This is an optimization exercise on Yosys and OpenROAD, whose aim is small area and a short achievable clock period, not a production implementation. The RTL was checked by simulation tests, not by an equivalence proof against the original design.

v31:
==> module disp_content, before the edit <==
module disp_content(clk,
cur_mode, clk_status, hour_check_en, onehz,
main_seconds, sw_timerec,
alr_cur_set, alr_cur_set_mode, alr_music_cur, alr_len_cur, alr_sec_cur,
cd_seconds,
digits, disp_en);
input clk;
input [1:0] cur_mode;
input [1:0] clk_status;
input hour_check_en;
input onehz;
input [16:0] main_seconds;
input [25:0] sw_timerec;
input [1:0] alr_cur_set;
input [1:0] alr_cur_set_mode;
input [1:0] alr_music_cur;
input [1:0] alr_len_cur;
input [16:0] alr_sec_cur;
input [16:0] cd_seconds;
output [31:0] digits;
output [7:0] disp_en;
localparam K = 18;    
function [3:0] fix10;
    input [3:0] a;
    begin
        fix10[3] = a[3] | (a[2] & a[0]) | (a[2] & a[1]);
        fix10[2] = (a[3] & a[0]) | (a[2] & ~a[1] & ~a[0]);
        fix10[1] = (a[3] & ~a[0]) | (~a[2] & a[1]) | (a[1] & a[0]);
        fix10[0] = (a[3] & ~a[0]) | (~a[3] & ~a[2] & a[0]) | (a[2] & a[1] & ~a[0]);
    end
endfunction
function [5:0] fix60;
    input [5:0] a;
    begin
        fix60 = (a >= 6'd30) ? a + 6'd2 : a;
    end
endfunction
function [24:0] step;
    input [24:0] st;
    input a;
    input b;
    reg [3:0] c0, c1;
    reg [5:0] s, m;
    reg [4:0] h;
    begin
        {h, m, s, c1, c0} = st;
        c0 = fix10(c0);
        c1 = fix10(c1);
        s = fix60(s);
        m = fix60(m);
        h = {h[3:0], m[5]};
        m = {m[4:0], s[5]};
        s = {s[4:0], c1[3] | b};
        c1 = {c1[2:0], c0[3]};
        c0 = {c0[2:0], a};
        step = {h, m, s, c1, c0};
    end
endfunction
function [6:0] dec60;
    input [5:0] v;
    reg [2:0] t;
    reg [5:0] u;
    begin
        t = v / 10;
        u = v - t * 10;
        dec60 = {t, u[3:0]};
    end
endfunction
wire sw = (cur_mode == 2'd1);
wire al = (cur_mode == 2'd2);
wire [23:0] xa = sw ? sw_timerec[23:0] : 24'd0;
reg [16:0] xb;
always @(*) begin
    case (cur_mode)
        2'd0: xb = main_seconds;
        2'd2: xb = alr_sec_cur;
        2'd3: xb = cd_seconds;
        default: xb = 17'd0;
    endcase
end
reg [24:0] sa;
integer i;
always @(*) begin
    sa = 25'd0;
    for (i = 23; i >= 24 - K; i = i - 1)
        sa = step(sa, xa[i], (i <= 16) ? xb[i] : 1'b0);
end
reg [24:0] st;           
reg [23-K:0] xl;         
reg st_sw, st_al;
reg [1:0] a7, a6;        
reg [1:0] len_q, len_d;  
reg en7, en6, en5, en3;
always @(posedge clk) begin
    st <= sa;
    xl <= xa[23-K:0] | xb[23-K:0];
    st_sw <= sw;
    st_al <= al;
    a7 <= cur_mode == 2'd0 ? {1'b0, hour_check_en} : al ? alr_cur_set : 2'd0;
    a6 <= al ? alr_music_cur : 2'd0;
    len_q <= alr_len_cur;
    len_d <= len_q;
    en7 <= cur_mode == 2'd0 ? ~(clk_status[1] & onehz) : sw | (al & ~(onehz & alr_cur_set_mode == 2'd0));
    en6 <= sw | (al & ~(onehz & alr_cur_set_mode == 2'd1));
    en5 <= ~(al & onehz & alr_cur_set_mode == 2'd2);
    en3 <= ~(al & onehz & alr_cur_set_mode == 2'd3);
end
reg [24:0] sb;
always @(*) begin
    sb = st;
    for (i = 23 - K; i >= 0; i = i - 1)
        sb = step(sb, st_sw & xl[i], ~st_sw & xl[i]);
end
wire [3:0] c0 = sb[3:0];
wire [3:0] c1 = sb[7:4];
wire [5:0] s = sb[13:8];
wire [5:0] m = sb[19:14];
wire [4:0] hr = sb[24:20];
wire [4:0] h = {hr[4] & ~hr[3], hr[3] & ~hr[4], hr[2:0]};
wire [6:0] ds = dec60(s);
wire [6:0] dm = dec60(m);
wire [6:0] dh = dec60({1'b0, h});
wire [6:0] p01 = st_al ? dm : ds;
wire [6:0] p23 = st_sw ? ds : st_al ? dh : dm;
wire [6:0] p45 = st_sw ? dm : dh;
wire [6:0] p67 = dh;
wire [2:0] len_t = len_d == 2'd0 ? 3'd1 : len_d == 2'd1 ? 3'd3 : len_d == 2'd2 ? 3'd4 : 3'd6;
wire [3:0] len_u = len_d[0] ? 4'd0 : 4'd5;
wire [1:0] r7 = st_sw ? p67[5:4] : a7;
wire [3:0] r6 = st_sw ? p67[3:0] : {2'b00, a6};
wire [6:0] r54 = st_al ? {len_t, len_u} : p45;
wire [6:0] r32 = p23;
wire [7:0] r10 = st_sw ? {c1, c0} : {1'b0, p01};
assign digits = {2'b00, r7, r6, 1'b0, r54, 1'b0, r32, r10};
assign disp_en = {en7, en6, en5, en5, en3, en3, en3, en3};
endmodule
clock: 25.0 ns
lec_check: 0
cap_margin: 20
core_margin: 2
core_utilization: 55
cts_buf_list: sky130_fd_sc_hd__clkbuf_4 sky130_fd_sc_hd__clkbuf_8
slew_margin: 20
standard.sh (not shown) runs the stock make flow with config.mk's settings and CLKGATE_MAP_FILE= SYNTH_SCRIPT=/design/flow/synth_recipe.tcl, a recipe that flattens the netlist after the stock synthesis.
==> flow/flow/run.sh <==
#!/bin/bash
# Layout flow: the standard flow (standard.sh) with three changes:
#  - synthesis skips the full/half-adder extraction step, so ABC sees all
#    of the logic, and maps it with an ABC script of its own;
#  - input and output ports get sky130_fd_sc_hd__buf_1 buffers.
set -euo pipefail
here=$(pwd)
fdir=$here/flow
# synthesis script: the standard flow's own, with abc calls pointed at our ABC script
{
  echo "proc abc {args} {"
  echo "  set i [lsearch -exact \$args -script]"
  echo "  if {\$i >= 0} { lset args [expr {\$i + 1}] $fdir/abc_deep.script }"
  echo "  yosys abc {*}\$args"
  echo "}"
  cat $here/synth_recipe.tcl
} > $here/my_synth.tcl
sed -e "s#SYNTH_SCRIPT=[^ ]*#SYNTH_SCRIPT=$here/my_synth.tcl ADDER_MAP_FILE= 'BUFFER_PORTS_ARGS=-buffer_cell sky130_fd_sc_hd__buf_1'#" \
    $here/standard.sh > $here/my_flow.sh
bash $here/my_flow.sh synth > $here/synth.log 2>&1
bash $here/my_flow.sh > $here/layout.log 2>&1
==> flow/flow/abc_deep.script <==
strash
&get -n
&deepsyn -T 40
&dch -f
&nf -p -R 1000 -E 100
&put
topo
stime -c
buffer -c
upsize -c
dnsize -c
v31 ran to completion and came out clean on the timing, DRC and antenna checks.
What v1 does differently from v31 at the input level:
-- flow/design.v --
<<< v31, line 21
output [31:0] digits;
output [7:0] disp_en;
localparam K = 18;    
function [3:0] fix10;
    input [3:0] a;
>>> v1, line 21
output [31:0] digits;
output [7:0] disp_en;
localparam K = 16;    
function [3:0] fix10;
    input [3:0] a;
Findings:
- [compare] base=v31 new=v1: via count picked up an extra about 1.9%; post-placement cell count picked up an extra about 6%; aggregate routed wire length picked up an extra about 0.3%.
- The run showing the greater global router's overall resource usage is v31.
- Synthesized cell count is higher on v1
- There was hardly any difference in clock skew between v31 and v1.
- Slack of the worst reg-to-reg path of v1 is on par with v31.
- The number of ordinary and repair buffers in the finished layout in v1 sits 1 above the value recorded for v31.

---

The RTL this note starts from:
==> flow/design.v <==
`timescale 1ns / 1ps
module disp_content(clk,
cur_mode, clk_status, hour_check_en, onehz,
main_seconds, sw_timerec,
alr_cur_set, alr_cur_set_mode, alr_music_cur, alr_len_cur, alr_sec_cur,
cd_seconds,
digits, disp_en);
input clk;
input [1:0] cur_mode;
input [1:0] clk_status;
input hour_check_en;
input onehz;
input [16:0] main_seconds;
input [25:0] sw_timerec;
input [1:0] alr_cur_set;
input [1:0] alr_cur_set_mode;
input [1:0] alr_music_cur;
input [1:0] alr_len_cur;
input [16:0] alr_sec_cur;
input [16:0] cd_seconds;
output [31:0] digits;
output [7:0] disp_en;
localparam K = 17;    
function [3:0] fix10;
    input [3:0] a;
    begin
        fix10[3] = a[3] | (a[2] & a[0]) | (a[2] & a[1]);
        fix10[2] = (a[3] & a[0]) | (a[2] & ~a[1] & ~a[0]);
        fix10[1] = (a[3] & ~a[0]) | (~a[2] & a[1]) | (a[1] & a[0]);
        fix10[0] = (a[3] & ~a[0]) | (~a[3] & ~a[2] & a[0]) | (a[2] & a[1] & ~a[0]);
    end
endfunction
function [5:0] fix60;
    input [5:0] a;
    begin
        fix60 = (a >= 6'd30) ? a + 6'd2 : a;
    end
endfunction
function [24:0] step;
    input [24:0] st;
    input a;
    input b;
    reg [3:0] c0, c1;
    reg [5:0] s, m;
    reg [4:0] h;
    begin
        {h, m, s, c1, c0} = st;
        c0 = fix10(c0);
        c1 = fix10(c1);
        s = fix60(s);
        m = fix60(m);
        h = {h[3:0], m[5]};
        m = {m[4:0], s[5]};
        s = {s[4:0], c1[3] | b};
        c1 = {c1[2:0], c0[3]};
        c0 = {c0[2:0], a};
        step = {h, m, s, c1, c0};
    end
endfunction
function [6:0] dec60;
    input [5:0] v;
    reg [2:0] t;
    reg [5:0] u;
    begin
        t = v / 10;
        u = v - t * 10;
        dec60 = {t, u[3:0]};
    end
endfunction
wire sw = (cur_mode == 2'd1);
wire al = (cur_mode == 2'd2);
wire [23:0] xa = sw ? sw_timerec[23:0] : 24'd0;
reg [16:0] xb;
always @(*) begin
    case (cur_mode)
        2'd0: xb = main_seconds;
        2'd2: xb = alr_sec_cur;
        2'd3: xb = cd_seconds;
        default: xb = 17'd0;
    endcase
end
reg [24:0] sa;
integer i;
always @(*) begin
    sa = 25'd0;
    for (i = 23; i >= 24 - K; i = i - 1)
        sa = step(sa, xa[i], (i <= 16) ? xb[i] : 1'b0);
end
reg [24:0] st;           
reg [23-K:0] xl;         
reg st_sw, st_al;
reg [1:0] a7, a6;        
reg [1:0] len_q, len_d;  
reg en7, en6, en5, en3;
always @(posedge clk) begin
    st <= sa;
    xl <= xa[23-K:0] | xb[23-K:0];
    st_sw <= sw;
    st_al <= al;
    a7 <= cur_mode == 2'd0 ? {1'b0, hour_check_en} : al ? alr_cur_set : 2'd0;
    a6 <= al ? alr_music_cur : 2'd0;
    len_q <= alr_len_cur;
    len_d <= len_q;
    en7 <= cur_mode == 2'd0 ? ~(clk_status[1] & onehz) : sw | (al & ~(onehz & alr_cur_set_mode == 2'd0));
    en6 <= sw | (al & ~(onehz & alr_cur_set_mode == 2'd1));
    en5 <= ~(al & onehz & alr_cur_set_mode == 2'd2);
    en3 <= ~(al & onehz & alr_cur_set_mode == 2'd3);
end
reg [24:0] sb;
always @(*) begin
    sb = st;
    for (i = 23 - K; i >= 0; i = i - 1)
        sb = step(sb, st_sw & xl[i], ~st_sw & xl[i]);
end
wire [3:0] c0 = sb[3:0];
wire [3:0] c1 = sb[7:4];
wire [5:0] s = sb[13:8];
wire [5:0] m = sb[19:14];
wire [4:0] hr = sb[24:20];
wire [4:0] h = {hr[4] & ~hr[3], hr[3] & ~hr[4], hr[2:0]};
wire [6:0] p01 = dec60(st_al ? m : s);
wire [6:0] p23 = dec60(st_sw ? s : st_al ? {1'b0, h} : m);
wire [6:0] p45 = dec60(st_sw ? m : {1'b0, h});
wire [6:0] p67 = dec60({1'b0, h});
wire [2:0] len_t = len_d == 2'd0 ? 3'd1 : len_d == 2'd1 ? 3'd3 : len_d == 2'd2 ? 3'd4 : 3'd6;
wire [3:0] len_u = len_d[0] ? 4'd0 : 4'd5;
wire [1:0] r7 = st_sw ? p67[5:4] : a7;
wire [3:0] r6 = st_sw ? p67[3:0] : {2'b00, a6};
wire [6:0] r54 = st_al ? {len_t, len_u} : p45;
wire [6:0] r32 = p23;
wire [7:0] r10 = st_sw ? {c1, c0} : {1'b0, p01};
assign digits = {2'b00, r7, r6, 1'b0, r54, 1'b0, r32, r10};
assign disp_en = {en7, en6, en5, en5, en3, en3, en3, en3};
endmodule
clock: 25.0 ns
lec_check: 0
cap_margin: 20
core_margin: 2
core_utilization: 55
cts_buf_list: sky130_fd_sc_hd__clkbuf_4 sky130_fd_sc_hd__clkbuf_8
slew_margin: 20
==> flow/flow/abc_deep.script <==
strash
&get -n
&deepsyn -T 40
&put
dch -f
map -a
topo
stime -c
buffer -c
upsize -c
dnsize -c
Scripts as last shown in full above: flow/flow/run.sh
==> next run, changes <==
--- a/flow/design.v
+++ b/flow/design.v
@@ -117,12 +117,15 @@
 wire [5:0] s = sb[13:8];
 wire [5:0] m = sb[19:14];
 wire [4:0] hr = sb[24:20];
 wire [4:0] h = {hr[4] & ~hr[3], hr[3] & ~hr[4], hr[2:0]};
-wire [6:0] p01 = dec60(st_al ? m : s);
-wire [6:0] p23 = dec60(st_sw ? s : st_al ? {1'b0, h} : m);
-wire [6:0] p45 = dec60(st_sw ? m : {1'b0, h});
-wire [6:0] p67 = dec60({1'b0, h});
+wire [6:0] ds = dec60(s);
+wire [6:0] dm = dec60(m);
+wire [6:0] dh = dec60({1'b0, h});
+wire [6:0] p01 = st_al ? dm : ds;
+wire [6:0] p23 = st_sw ? ds : st_al ? dh : dm;
+wire [6:0] p45 = st_sw ? dm : dh;
+wire [6:0] p67 = dh;
 wire [2:0] len_t = len_d == 2'd0 ? 3'd1 : len_d == 2'd1 ? 3'd3 : len_d == 2'd2 ? 3'd4 : 3'd6;
 wire [3:0] len_u = len_d[0] ? 4'd0 : 4'd5;
 wire [1:0] r7 = st_sw ? p67[5:4] : a7;
 wire [3:0] r6 = st_sw ? p67[3:0] : {2'b00, a6};
Flip-flop and latch count is unchanged. Register-to-register slack is worse by 20 ps. Synthesized area drops by 6.4%. Wire length shrinks by about 1.3%. First-iteration DRC count went up by about 5.5%. Count of clock-buffer cells in the layout shrinks by 1. Die area is lower by 6.2%. Via count is lower by 3.4%. Fmax shrinks by 1.4%. Clock skew is about the same.

## separate check: timing with driven ports
How much do the figures lean on ideal ports? The routed layouts below were timed once more, with nothing changed but the port constraints.
Step 1 assumes that a clkbuf_16 drives the clock port and a buf_2 every other input.
Step 2 adds t to the input delays and takes it off the output delays; t is the mean of the earliest and latest rising clock arrival at the registers after step 1. Input paths then give back, and output paths get back, about the clock's delay inside the block.
a / b / c = ideal ports / drivers / drivers and shift; a / b = the first two.
| run | t (ns) | setup slack, ns | hold slack, ns | worst setup path after step 2 |
|---|---|---|---|---|
| v31 | 0.323 | 11.756 / 11.763 / 11.443 | 0.330 / 0.330 / 0.330 | input to register |
| v1 | 0.319 | 12.113 / 12.084 / 12.241 | 0.345 / 0.345 / 0.345 | input to register |
| the first run of note 2 | 0.345 | 12.971 / 12.934 / 12.899 | 0.333 / 0.333 / 0.333 | input to register |
| the second run of note 2 | 0.341 | 12.802 / 12.764 / 13.008 | 0.337 / 0.337 / 0.337 | input to register |
After both steps setup and hold are still met in every run listed. The setup slack of v31, which loses most, moves by +0.007 ns with the drivers and by -0.313 ns with both steps.
